This design comes from an exercise in tuning for small area on the open sky130 flow, not from production work. At most, simulation tests tie the RTL to the original design; equivalence was not proved.

==> flow/design.v (excerpt) <==
module Mesh(
  input         clock,
  input  [7:0]  io_in_a_0_0,
  input  [7:0]  io_in_a_1_0,
  input  [7:0]  io_in_a_2_0,
  input  [7:0]  io_in_a_3_0,
  input  [7:0]  io_in_d_0_0,
  input  [7:0]  io_in_d_1_0,
  input  [7:0]  io_in_d_2_0,
  input  [7:0]  io_in_d_3_0,
  input  [15:0] io_in_b_0_0,
  input  [15:0] io_in_b_1_0,
  input  [15:0] io_in_b_2_0,
  input  [15:0] io_in_b_3_0,
  input         io_in_control_0_0_propagate,
  input         io_in_control_1_0_propagate,
  input         io_in_control_2_0_propagate,
  input         io_in_control_3_0_propagate,
  output [15:0] io_out_c_0_0,
  output [15:0] io_out_c_1_0,
  output [15:0] io_out_c_2_0,
  output [15:0] io_out_c_3_0
);
Size: roughly 4,500 cells after synthesis, ~1,100 flip-flops.
export LEC_CHECK = 0
export CAP_MARGIN = 20
export CORE_MARGIN = 2
export CORE_UTILIZATION = 65
export GPL_TIMING_DRIVEN = 0
export PLACE_DENSITY = 0.8
export SLEW_MARGIN = 20
export SYNTH_HIERARCHICAL = 1
create_clock -name core_clock -period 5.2 [get_ports {clock}]
standard.sh (not shown) runs the stock make flow with config.mk's settings and CLKGATE_MAP_FILE= SYNTH_SCRIPT=/design/flow/synth_recipe.tcl, a recipe that flattens the netlist after the stock synthesis.
==> flow/flow/run.sh <==
#!/bin/bash
# Layout with the standard flow (standard synthesis unchanged), with two
# changes: the port buffers are the smallest buffer cell, and clock tree
# synthesis inserts no dummy load cells.
set -euo pipefail
CTS="-sink_clustering_enable -repair_clock_nets -sink_clustering_size 16 -sink_clustering_max_diameter 70 -buf_list sky130_fd_sc_hd__clkbuf_8 -dont_use_dummy_load"
bash standard.sh \
  "BUFFER_PORTS_ARGS=-buffer_cell sky130_fd_sc_hd__buf_1" \
  "CTS_ARGS=$CTS" \
  finish > flow.log 2>&1
Edit:
--- a/flow/config.mk
+++ b/flow/config.mk
@@ -9,5 +9,5 @@
 export CORE_MARGIN = 2
-export CORE_UTILIZATION = 65
+export CORE_UTILIZATION = 55
 export GPL_TIMING_DRIVEN = 0
-export PLACE_DENSITY = 0.8
+export PLACE_DENSITY = 0.7
 export SLEW_MARGIN = 20
The new run finished with timing, DRC and antenna clean.
Via count shrinks by 1.7%.
Worst setup slack stays flat.
Utilization fell by 10 points.
Final area went up by 0.53%.
Non-clock buffer count went up by 3.
Sequential cell count stays the same.
Global-route usage drops by 3.8 points.
Synthesized cell count is unchanged.
Maximum frequency stays the same.
No functional check of the RTL was part of any run of this note.

Mesh, a different RTL version from the one above (not shown whole).
Size: roughly 1,100 flip-flops, about 55,000 um2 of cells after synthesis.
## Mesh
module Mesh(
  input         clock,
  input  [7:0]  io_in_a_0_0,
  input  [7:0]  io_in_a_1_0,
  input  [7:0]  io_in_a_2_0,
  input  [7:0]  io_in_a_3_0,
  input  [7:0]  io_in_d_0_0,
  input  [7:0]  io_in_d_1_0,
  input  [7:0]  io_in_d_2_0,
  input  [7:0]  io_in_d_3_0,
  input  [15:0] io_in_b_0_0,
  input  [15:0] io_in_b_1_0,
  input  [15:0] io_in_b_2_0,
  input  [15:0] io_in_b_3_0,
  input         io_in_control_0_0_propagate,
  input         io_in_control_1_0_propagate,
  input         io_in_control_2_0_propagate,
  input         io_in_control_3_0_propagate,
  output [15:0] io_out_c_0_0,
  output [15:0] io_out_c_1_0,
  output [15:0] io_out_c_2_0,
  output [15:0] io_out_c_3_0
);
==> flow/config.mk <==
export PLATFORM = sky130hd
export DESIGN_NAME = Mesh
export DESIGN_NICKNAME = Mesh
export VERILOG_FILES = /design/flow/design.v
export SDC_FILE = /design/flow/constraint.sdc
export NUM_CORES = 4
export LEC_CHECK = 0
export CAP_MARGIN = 20
export CORE_MARGIN = 2
export CORE_UTILIZATION = 40
export GPL_TIMING_DRIVEN = 0
export PLACE_DENSITY = 0.6
export SLEW_MARGIN = 20
export SYNTH_HIERARCHICAL = 1
==> flow/constraint.sdc <==
create_clock -name core_clock -period 5.2 [get_ports {clock}]
set_input_delay 1.0400 -clock core_clock [delete_from_list [all_inputs] [get_ports {clock}]]
set_output_delay 1.0400 -clock core_clock [all_outputs]
set_load 0.01 [all_outputs]
==> flow/flow/run.sh <==
#!/bin/bash
# Layout with the standard flow (standard synthesis unchanged), with two
# changes: the port buffers are the smallest buffer cell, and clock tree
# synthesis inserts no dummy load cells.
set -euo pipefail
CTS="-sink_clustering_enable -repair_clock_nets -sink_clustering_size 16 -sink_clustering_max_diameter 120 -buf_list sky130_fd_sc_hd__clkbuf_8 -dont_use_dummy_load"
bash standard.sh \
  "BUFFER_PORTS_ARGS=-buffer_cell sky130_fd_sc_hd__buf_1" \
  "CTS_ARGS=$CTS" \
  finish > flow.log 2>&1
The first run finished clean.
Next try:
--- a/flow/flow/run.sh
+++ b/flow/flow/run.sh
@@ -5,3 +5,3 @@
 set -euo pipefail
-CTS="-sink_clustering_enable -repair_clock_nets -sink_clustering_size 16 -sink_clustering_max_diameter 120 -buf_list sky130_fd_sc_hd__clkbuf_8 -dont_use_dummy_load"
+CTS="-sink_clustering_enable -repair_clock_nets -sink_clustering_size 18 -sink_clustering_max_diameter 100 -buf_list sky130_fd_sc_hd__clkbuf_8 -dont_use_dummy_load"
 bash standard.sh \
Outcome:
- count of clock-buffer cells in the layout decreases by 7
- clock skew increases by 0.042 ns
- non-clock buffer count is unchanged
- setup slack loses 0.033 ns
- register-to-register slack loses 0.03 ns
- routed wire length hardly moves
- sequential share of layout area stays flat
Next try:
--- a/flow/flow/run.sh
+++ b/flow/flow/run.sh
@@ -5,3 +5,3 @@
 set -euo pipefail
-CTS="-sink_clustering_enable -repair_clock_nets -sink_clustering_size 18 -sink_clustering_max_diameter 100 -buf_list sky130_fd_sc_hd__clkbuf_8 -dont_use_dummy_load"
+CTS="-sink_clustering_enable -repair_clock_nets -sink_clustering_size 16 -sink_clustering_max_diameter 70 -buf_list sky130_fd_sc_hd__clkbuf_8 -dont_use_dummy_load"
 bash standard.sh \
What happened:
- count of clock-buffer cells in the layout grows by 23
- final cell count grows by 0.35%
- global-route usage stays flat

separate check: timing with driven ports:
No port has a modelled driver above. Below, the same layouts with a new extraction and two added sets of constraints. Step 1 sets driving cells, clkbuf_16 on the clock port and buf_2 on the other inputs (assumed; they add their load-dependent delay and slew). Step 2 moves the port delays by t, midway between the first and last clock arrival at a register: inputs arrive t later, outputs are due t later. That takes back most of the time a late clock gives input paths. Three values: ideal, step 1, step 2; two values: the first two.
run | t, ns | setup slack, ns | worst slew at a driven data input, ns
the first run of note 1 | 0.746 | 0.130 / 0.130 / 0.130 | 0.04
the second run of note 1 | 0.775 | 0.130 / 0.130 / 0.130 | 0.04
the first run of note 2 | 0.842 | 0.223 / 0.223 / 0.223 | 0.07
the second run of note 2 | 0.822 | 0.190 / 0.190 / 0.190 | 0.07
the third run of note 2 | 0.843 | 0.194 / 0.194 / 0.194 | 0.07
After both steps every run listed still meets setup and hold.
